What follows belongs to an exercise in optimizing a design on an open flow for small area; a production flow would make more cautious choices. Where RTL was checked, it was by simulation tests only, not by an equivalence proof against the original. No activity file was given, so power comes from the tool's default toggle rates.

==> inputs of trial 78 <==
==> flow/design.v (excerpt) <==
module firfilt (sig_in, sig_out, clk, rst);
  input signed [15:0] sig_in;
  output signed [15:0] sig_out;
  input clk;
  input rst;
  reg signed [15:0] sig_out;
  reg [15:0] d0;   
  reg [15:0] d1;   
  reg [15:0] d2;   
  reg [15:0] d3;   
  reg [15:0] d4;   
  reg [15:0] d5;   
  reg [15:0] d6;   
  reg [15:0] d7;   
  reg [15:0] d8;   
  reg [15:0] d9;   
  reg [15:0] d10;   
  reg [15:0] d11;   
  reg [15:0] d12;   
  reg [15:0] d13;   
  reg [15:0] d14;   
  reg [15:0] d15;   
  reg [15:0] d16;   
  reg [15:0] d17;   
  reg [15:0] d18;   
  reg [15:0] d19;   
  reg [15:0] d20;   
  reg [15:0] d21;   
  reg [15:0] d22;   
  reg [15:0] d23;   
  reg [15:0] d24;   
  reg [15:0] d25;   
  reg [15:0] d26;   
  reg [15:0] d27;   
  reg [15:0] d28;   
  reg [15:0] d29;   
  reg [15:0] d30;   
  reg [15:0] d31;   
  reg [15:0] d32;   
  wire [15:0] sum;
  always @(posedge clk) begin
    d0 <= rst ? 16'h7fff : sig_in ^ 16'h7fff;
    d1 <= rst ? 16'h8000 : ~d0;
    d2 <= rst ? 16'h7fff : ~d1;
    d3 <= rst ? 16'h8000 : ~d2;
    d4 <= rst ? 16'h7fff : ~d3;
    d5 <= rst ? 16'h8000 : ~d4;
    d6 <= rst ? 16'h7fff : ~d5;
    d7 <= rst ? 16'h8000 : ~d6;
  ...
export LEC_CHECK = 0
export ABC_AREA = 1
export CAP_MARGIN = 0
export CORE_MARGIN = 2
export CORE_UTILIZATION = 65
export SLEW_MARGIN = 0
export SYNTH_HIERARCHICAL = 1
export CTS_ARGS = -sink_clustering_enable -repair_clock_nets -dont_use_dummy_load -sink_clustering_size 34 -sink_clustering_max_diameter 64 -buf_list {sky130_fd_sc_hd__clkbuf_16}
export BUFFER_PORTS_ARGS = -buffer_cell sky130_fd_sc_hd__buf_1
create_clock -name core_clock -period 14.0 [get_ports {clk}]
standard.sh (not shown) runs the stock make flow with config.mk's settings and CLKGATE_MAP_FILE= SYNTH_SCRIPT=/design/flow/synth_recipe.tcl, a recipe that flattens the netlist after the stock synthesis.
==> flow/flow/run.sh <==
#!/bin/bash
# Own flow: the standard layout (standard.sh), with CTS told not to add dummy
# loads and the port buffers made with the smallest buffer cell.
set -e
cp standard.sh standard_sh.log
cp config.mk config_mk_orig.log
cat >> config.mk <<'EOC'
export CTS_ARGS = -sink_clustering_enable -repair_clock_nets -dont_use_dummy_load -sink_clustering_size 34 -sink_clustering_max_diameter 64 -buf_list {sky130_fd_sc_hd__clkbuf_16}
export BUFFER_PORTS_ARGS = -buffer_cell sky130_fd_sc_hd__buf_1
EOC
bash standard.sh > standard.log 2>&1
==> build 71 (differences from trial 78) <==
==> flow/flow/run.sh (replaced) <==
#!/bin/bash
# Own flow: the standard layout (standard.sh), with CTS told not to add dummy
# loads and the port buffers made with the smallest buffer cell.
set -e
cp standard.sh standard_sh.log
cp config.mk config_mk_orig.log
cat >> config.mk <<'EOC'
export CTS_ARGS = -sink_clustering_enable -repair_clock_nets -dont_use_dummy_load -sink_clustering_size 30 -sink_clustering_max_diameter 60 -buf_list {sky130_fd_sc_hd__clkbuf_16}
export BUFFER_PORTS_ARGS = -buffer_cell sky130_fd_sc_hd__buf_1
EOC
bash standard.sh > standard.log 2>&1
- CORE_UTILIZATION: 65 -> 75
- CTS_ARGS: -sink_clustering_enable -repair_clock_nets -dont_use_dummy_load -sink_clustering_size 34 -sink_clustering_max_diameter 64 -buf_list {sky130_fd_sc_hd__clkbuf_16} -> -sink_clustering_enable -repair_clock_nets -dont_use_dummy_load -sink_clustering_size 30 -sink_clustering_max_diameter 60 -buf_list {sky130_fd_sc_hd__clkbuf_16}
==> trial 62 (differences from trial 78) <==
==> flow/flow/run.sh (replaced) <==
#!/bin/bash
# Own flow: the standard layout (standard.sh), with CTS told not to add dummy
# loads and the port buffers made with the smallest buffer cell.
set -e
cp standard.sh standard_sh.log
cp config.mk config_mk_orig.log
cat >> config.mk <<'EOC'
export CTS_ARGS = -sink_clustering_enable -repair_clock_nets -dont_use_dummy_load -sink_clustering_size 30 -sink_clustering_max_diameter 60 -buf_list {sky130_fd_sc_hd__clkbuf_16}
export BUFFER_PORTS_ARGS = -buffer_cell sky130_fd_sc_hd__buf_1
EOC
bash standard.sh > standard.log 2>&1
- CTS_ARGS: -sink_clustering_enable -repair_clock_nets -dont_use_dummy_load -sink_clustering_size 34 -sink_clustering_max_diameter 64 -buf_list {sky130_fd_sc_hd__clkbuf_16} -> -sink_clustering_enable -repair_clock_nets -dont_use_dummy_load -sink_clustering_size 30 -sink_clustering_max_diameter 60 -buf_list {sky130_fd_sc_hd__clkbuf_16}
==> summary of the runs <==
- Trial 78 completed without violations. Trial 62 went through all stages and came out clean. Build 71 went through all stages and came out clean.
- Clock power, lowest first: trial 78, build 71, trial 62.
- Against trial 78, the clock-buffer cell count of trial 62 is higher by 7.
- Sequential power is about the same in trial 78 and trial 62.
- Area after synthesis is the same in trial 78 and build 71.
- Against trial 62, the global-route usage of build 71 is higher by 5.5 points.
- Combinational power is about the same in trial 62 and build 71.
- In trial 62 the via count is smaller than in build 71, by 4.6%.
- Between build 71 and trial 62, the lower hold slack is in trial 62 (gap 0.035 ns).

========
==> inputs of v20 <==
Another version of the RTL of firfilt (not shown whole).
==> flow/design.v (excerpt) <==
module firfilt (sig_in, sig_out, clk, rst);
  input signed [15:0] sig_in;
  output signed [15:0] sig_out;
  input clk;
  input rst;
  reg signed [15:0] sig_out;
  reg [15:0] d0;   
  reg [15:0] d1;   
  reg [15:0] d2;   
  reg [15:0] d3;   
  reg [15:0] d4;   
  reg [15:0] d5;   
  reg [15:0] d6;   
  reg [15:0] d7;   
  reg [15:0] d8;   
  reg [15:0] d9;   
  reg [15:0] d10;   
  reg [15:0] d11;   
  reg [15:0] d12;   
  reg [15:0] d13;   
  reg [15:0] d14;   
  reg [15:0] d15;   
  reg [15:0] d16;   
  reg [15:0] d17;   
  reg [15:0] d18;   
  reg [15:0] d19;   
  reg [15:0] d20;   
  reg [15:0] d21;   
  reg [15:0] d22;   
  reg [15:0] d23;   
  reg [15:0] d24;   
  reg [15:0] d25;   
  reg [15:0] d26;   
  reg [15:0] d27;   
  reg [15:0] d28;   
  reg [15:0] d29;   
  reg [15:0] d30;   
  reg [15:0] d31;   
  reg [15:0] d32;   
  wire [15:0] sum;
  always @(posedge clk) begin
    d0 <= rst ? 16'hffff : ~sig_in;
    d1 <= rst ? 16'h0000 : ~d0;
    d2 <= rst ? 16'hffff : ~d1;
    d3 <= rst ? 16'h0000 : ~d2;
    d4 <= rst ? 16'hffff : ~d3;
    d5 <= rst ? 16'h0000 : ~d4;
    d6 <= rst ? 16'hffff : ~d5;
    d7 <= rst ? 16'h0000 : ~d6;
    d8 <= rst ? 16'hffff : ~d7;
    d9 <= rst ? 16'h0000 : ~d8;
    d10 <= rst ? 16'hffff : ~d9;
    d11 <= rst ? 16'h0000 : ~d10;
    d12 <= rst ? 16'hffff : ~d11;
    d13 <= rst ? 16'h0000 : ~d12;
    d14 <= rst ? 16'hffff : ~d13;
    d15 <= rst ? 16'h0000 : ~d14;
  ...
Settings: LEC_CHECK=0, ABC_AREA=1, CAP_MARGIN=20, CORE_MARGIN=2, CORE_UTILIZATION=65, GPL_TIMING_DRIVEN=0, SLEW_MARGIN=20, SYNTH_HIERARCHICAL=1; clock period 14.0 ns.
run.sh (not shown) runs the stock make flow with config.mk's settings and CLKGATE_MAP_FILE= SYNTH_SCRIPT=/design/flow/synth_recipe.tcl, a recipe that flattens the netlist after the stock synthesis.
Stock flow here: none of the scripts above is used.
==> v33 (differences from v20) <==
CORE_UTILIZATION = 55   (was 65)
GPL_TIMING_DRIVEN = unset   (was 0)
==> results.txt <==
metric                                                           v33           v20
Half-perimeter wire length after detailed placement         99500 um      97300 um
Net count reported at finish                                    3700          3754
Tapcells inserted                                                864           748
Non-clock buffer share of cell area                           0.980%         1.67%
GR Layer Usage met2                                            63.3%         56.4%
Initial standard-cell utilization of the core                  55.5%         66.0%
Result of the run                   no timing/DRC/antenna violations  no timing/DRC/antenna violations
Final non-filler cell area                              0.0396 sq mm  0.0397 sq mm
Standard-cell rows                                                94            86
Minimum setup slack among reg-to-reg paths                   0.76 ns       0.32 ns
Placed cell area                                        0.0376 sq mm  0.0377 sq mm
Routability congestion estimate from global placement          0.997          1.03
Number of antenna repair diodes                                    0             3
Instance count after placement with tap cells included          3353          3290
Wire length on met3                                          3350 um      19500 um
Vias/cell                                                       5.36          5.79
Largest clock skew in the final design                     0.0229 ns     0.0273 ns

========
==> trial 1 <==
Another version of the RTL of firfilt (not shown whole).
clock: 14.0 ns
lec_check: 0
abc_area: 1
cap_margin: 0
core_margin: 2
core_utilization: 65
slew_margin: 0
synth_hierarchical: 1
cts_args: -sink_clustering_enable -repair_clock_nets -dont_use_dummy_load -sink_clustering_size 20 -sink_clustering_max_diameter 40 -buf_list {sky130_fd_sc_hd__clkbuf_8}
buffer_ports_args: -buffer_cell sky130_fd_sc_hd__buf_1
standard.sh (not shown) runs the stock make flow with config.mk's settings and CLKGATE_MAP_FILE= SYNTH_SCRIPT=/design/flow/synth_recipe.tcl, a recipe that flattens the netlist after the stock synthesis.
==> flow/flow/run.sh <==
#!/bin/bash
# Own flow: the standard layout (standard.sh), with CTS told not to add dummy
# loads and the port buffers made with the smallest buffer cell.
set -e
cp standard.sh standard_sh.log
cp config.mk config_mk_orig.log
cat >> config.mk <<'EOC'
export CTS_ARGS = -sink_clustering_enable -repair_clock_nets -dont_use_dummy_load -sink_clustering_size 20 -sink_clustering_max_diameter 40 -buf_list {sky130_fd_sc_hd__clkbuf_8}
export BUFFER_PORTS_ARGS = -buffer_cell sky130_fd_sc_hd__buf_1
EOC
bash standard.sh > standard.log 2>&1
==> inputs of build 88, as changes to trial 1 <==
==> flow/flow/run.sh (replaced) <==
#!/bin/bash
# Own flow: the standard layout (standard.sh), with CTS told not to add dummy
# loads and the port buffers made with the smallest buffer cell.
set -e
cp standard.sh standard_sh.log
cp config.mk config_mk_orig.log
cat >> config.mk <<'EOC'
export CTS_ARGS = -sink_clustering_enable -repair_clock_nets -dont_use_dummy_load -sink_clustering_size 30 -sink_clustering_max_diameter 60 -buf_list {sky130_fd_sc_hd__clkbuf_16}
export BUFFER_PORTS_ARGS = -buffer_cell sky130_fd_sc_hd__buf_1
EOC
bash standard.sh > standard.log 2>&1
Settings changed: CTS_ARGS -sink_clustering_enable -repair_clock_nets -dont_use_dummy_load -sink_clustering_size 20 -sink_clustering_max_diameter 40 -buf_list {sky130_fd_sc_hd__clkbuf_8} to -sink_clustering_enable -repair_clock_nets -dont_use_dummy_load -sink_clustering_size 30 -sink_clustering_max_diameter 60 -buf_list {sky130_fd_sc_hd__clkbuf_16}.
==> comparison <==
Of trial 1 and build 88, build 88 has the higher fmax (gap about 0.26%, measured against build 88).
Between trial 1 and build 88, the lower clock skew is in build 88 (gap 0.033 ns).
In combinational power, build 88 and trial 1 hardly differ.
Flip-flop and latch count is the same in trial 1 and build 88.
Setup slack: trial 1 is lower than build 88 (0.036 ns).
In die area, trial 1 and build 88 do not differ.
Of build 88 and trial 1, trial 1 has the higher total power (gap about 1%, measured against trial 1).
Between build 88 and trial 1, the lower cell area is in build 88 (gap about 0.4%, measured against trial 1).
Against trial 1, the sequential share of layout area of build 88 is higher by 0.12 points.
In trial 1 the final cell count is higher than in build 88, by 1.2%.
In sequential power, trial 1 and build 88 hardly differ.
==> figures <==
| quantity | trial 1 | build 88 |
|---|---|---|
| Final std cells w/o fill | 3,287 | 3,247 |
| Final setup slack of the worst path | 0.369 ns | 0.405 ns |
| Met2 capacity usage during global routing | 60.9% | 60.2% |
| Hold_sp | d21[0] | d28[13] |
| Worst path depth | 36 | 39 |
| Fmax | 73.4 MHz | 73.6 MHz |
| Metal-1 WL | 38.3 mm | 37.8 mm |
| Status | no timing/DRC/antenna violations | no timing/DRC/antenna violations |
| Fin area | 36,900 µm² | 36,800 µm² |
| Met1 usage | 52.1% | 51.7% |
| Avg WL per Cell | 30.8 µm | 30.9 µm |
| Hold Crit Endpoint | d22[0] | d29[13] |
| Sum of routed wire length over all layers | 101 mm | 100 mm |
| Area of the multi-input gates | 23,000 µm² | 23,000 µm² |
| Ant diodes | 3 | 1 |
| Number of H-tree levels | 3 | 2 |
| Part of the total power dissipated in sequential elements | 29.1% | 29.3% |
| Req. time, crit path | 14.50 ns | 14.45 ns |
| Final clock skew | 0.135 ns | 0.101 ns |
| Portion of the layout cell area used by non-clock buffers | 0.725% | 0.727% |
| Flip-flop and latch share of the layout cell area | 29.5% | 29.6% |
| Antenna violations before repair | 4 | 2 |
| First-pass GRT wire length | 149 mm | 148 mm |

========
==> job 7575: inputs <==
firfilt, a different RTL version from the one above (not shown whole).
==> flow/design.v (excerpt) <==
module firfilt (sig_in, sig_out, clk, rst);
  input signed [15:0] sig_in;
  output signed [15:0] sig_out;
  input clk;
  input rst;
  reg signed [15:0] sig_out;
  reg [15:0] d0;   
  reg [15:0] d1;   
  reg [15:0] d2;   
  reg [15:0] d3;   
  reg [15:0] d4;   
  reg [15:0] d5;   
  reg [15:0] d6;   
  reg [15:0] d7;   
  reg [15:0] d8;   
  reg [15:0] d9;   
  reg [15:0] d10;   
  reg [15:0] d11;   
  reg [15:0] d12;   
  reg [15:0] d13;   
  reg [15:0] d14;   
  reg [15:0] d15;   
  reg [15:0] d16;   
  reg [15:0] d17;   
  reg [15:0] d18;   
  reg [15:0] d19;   
  reg [15:0] d20;   
  reg [15:0] d21;   
  reg [15:0] d22;   
  reg [15:0] d23;   
  reg [15:0] d24;   
  reg [15:0] d25;   
  reg [15:0] d26;   
  reg [15:0] d27;   
  reg [15:0] d28;   
  reg [15:0] d29;   
  reg [15:0] d30;   
  reg [15:0] d31;   
  reg [15:0] d32;   
  wire [15:0] sum;
  always @(posedge clk) begin
    d0 <= rst ? 16'hffff : ~sig_in;
    d1 <= rst ? 16'h0000 : ~d0;
    d2 <= rst ? 16'hffff : ~d1;
    d3 <= rst ? 16'h0000 : ~d2;
    d4 <= rst ? 16'hffff : ~d3;
    d5 <= rst ? 16'h0000 : ~d4;
    d6 <= rst ? 16'hffff : ~d5;
  ...
export LEC_CHECK = 0
export ABC_AREA = 1
export CAP_MARGIN = 20
export CORE_MARGIN = 2
export CORE_UTILIZATION = 55
export CTS_BUF_LIST = sky130_fd_sc_hd__clkbuf_4 sky130_fd_sc_hd__clkbuf_8
export CTS_CLUSTER_DIAMETER = 50
export CTS_CLUSTER_SIZE = 25
export SLEW_MARGIN = 20
export SYNTH_HIERARCHICAL = 1
create_clock -name core_clock -period 14.0 [get_ports {clk}]
run.sh (not shown) runs the stock make flow with config.mk's settings and CLKGATE_MAP_FILE= SYNTH_SCRIPT=/design/flow/synth_recipe.tcl, a recipe that flattens the netlist after the stock synthesis.
Stock flow here: none of the scripts above is used.
==> job 8372: changes against job 7575 <==
--- a/flow/config.mk
+++ b/flow/config.mk
@@ -10,7 +10,7 @@
 export CORE_MARGIN = 2
 export CORE_UTILIZATION = 55
-export CTS_BUF_LIST = sky130_fd_sc_hd__clkbuf_4 sky130_fd_sc_hd__clkbuf_8
-export CTS_CLUSTER_DIAMETER = 50
-export CTS_CLUSTER_SIZE = 25
+export CTS_BUF_LIST = sky130_fd_sc_hd__clkbuf_16
+export CTS_CLUSTER_DIAMETER = 45
+export CTS_CLUSTER_SIZE = 24
 export SLEW_MARGIN = 20
 export SYNTH_HIERARCHICAL = 1
==> job 2155: changes against job 7575 <==
--- a/flow/config.mk
+++ b/flow/config.mk
@@ -10,7 +10,7 @@
 export CORE_MARGIN = 2
 export CORE_UTILIZATION = 55
-export CTS_BUF_LIST = sky130_fd_sc_hd__clkbuf_4 sky130_fd_sc_hd__clkbuf_8
-export CTS_CLUSTER_DIAMETER = 50
-export CTS_CLUSTER_SIZE = 25
+export CTS_BUF_LIST = sky130_fd_sc_hd__clkbuf_8
+export CTS_CLUSTER_DIAMETER = 35
+export CTS_CLUSTER_SIZE = 16
 export SLEW_MARGIN = 20
 export SYNTH_HIERARCHICAL = 1
==> results.txt <==
Worst Hold Path EP: job 8372 d26[15]$_SDFF_PP1_; job 2155 d2[0]$_SDFF_PP1_; job 7575 d4[8]$_SDFF_PP1_
Net count, final: job 8372 3731; job 2155 3749; job 7575 3719
Cell Int Power: job 8372 4.15 mW; job 2155 3.83 mW; job 7575 3.51 mW
Startpoint of the worst hold path: job 8372 d25[15]$_SDFF_PP0_; job 2155 d1[0]$_SDFF_PP0_; job 7575 d3[8]$_SDFF_PP0_
VDD IR max: job 8372 0.000343 V; job 2155 0.000331 V; job 7575 0.000339 V
N_diodes: job 8372 0; job 2155 1; job 7575 1
Multi-input logic portion of the cell area: job 8372 61.2%; job 2155 61.9%; job 7575 62.9%
Number of filler cells placed in the layout: job 8372 5021; job 2155 5126; job 7575 5174
Run status: job 8372 no timing/DRC/antenna violations; job 2155 no timing/DRC/antenna violations; job 7575 no timing/DRC/antenna violations
Combinational Power Share: job 8372 47.8%; job 2155 50.1%; job 7575 53.4%
Clock transition at the registers of the reported paths: job 8372 0.06 ns; job 2155 0.07 ns; job 7575 0.10 ns
Clk Tree Root Cell: job 8372 sky130_fd_sc_hd__clkbuf_16; job 2155 sky130_fd_sc_hd__clkbuf_8; job 7575 sky130_fd_sc_hd__clkbuf_8
Final worst-path setup slack: job 8372 0.684 ns; job 2155 0.771 ns; job 7575 0.748 ns
Iteration count of the initial detailed-routing pass: job 8372 7; job 2155 7; job 7575 5
Routed vias: job 8372 18.7k; job 2155 18.7k; job 7575 18.5k
Delay of the slowest critical-path stage: job 8372 0.77 ns; job 2155 0.71 ns; job 7575 0.72 ns
First-pass GRT wire length: job 8372 161 mm; job 2155 161 mm; job 7575 160 mm
Seq pwr share: job 8372 24.2%; job 2155 25.5%; job 7575 27.0%
Number of clock buffers inserted by TritonCTS: job 8372 69; job 2155 87; job 7575 57
Count of clock buffers in the final design: job 8372 70; job 2155 99; job 7575 64
Vias in the first global route: job 8372 22.8k; job 2155 23.0k; job 7575 22.7k
WL/cell: job 8372 31.5 um; job 2155 31.1 um; job 7575 31.4 um
Slew of the pin with the lowest slew margin: job 8372 0.955 ns; job 2155 0.973 ns; job 7575 0.991 ns
Power in sequential cells: job 8372 1.62 mW; job 2155 1.62 mW; job 7575 1.61 mW
No run of this note included a check of the RTL's function; only the layout flow was run.

## static timing again, ports no longer ideal
In the flow no input, the clock included, has a driving cell. The finished layouts below were timed again as built, in two steps. Step 1 sets driving cells, clkbuf_16 on the clock port and buf_2 on the other inputs (assumed; they add their load-dependent delay and slew). Step 2 also shifts input and output timing later by t, the mid clock arrival at the registers, as if the neighbouring blocks saw the same clock. Slacks: ideal ports / drivers / drivers and shift; pairs: ideal ports / drivers.
run	shift t [ns]	setup WS [ns]	worst setup path after step 2	clock arrival spread, ns	cell pins on the clock port's net
trial 78	0.651	0.429 / 0.429 / 0.429	register to register	0.093 / 0.092	1
build 71	0.630	0.282 / 0.282 / 0.282	register to register	0.096 / 0.096	1
trial 62	0.625	0.408 / 0.408 / 0.408	register to register	0.104 / 0.103	1
v20	0.674	0.321 / 0.321 / 0.321	register to register	0.032 / 0.031	1
v33	0.691	0.757 / 0.757 / 0.757	register to register	0.029 / 0.029	1
trial 1	0.690	0.369 / 0.369 / 0.369	register to register	0.151 / 0.151	1
build 88	0.604	0.405 / 0.405 / 0.405	register to register	0.122 / 0.122	1
job 7575	0.744	0.748 / 0.748 / 0.748	register to register	0.066 / 0.066	1
job 8372	0.665	0.684 / 0.684 / 0.684	register to register	0.025 / 0.025	1
job 2155	0.762	0.771 / 0.771 / 0.771	register to register	0.027 / 0.027	1
After both steps setup and hold are still met in every run listed.
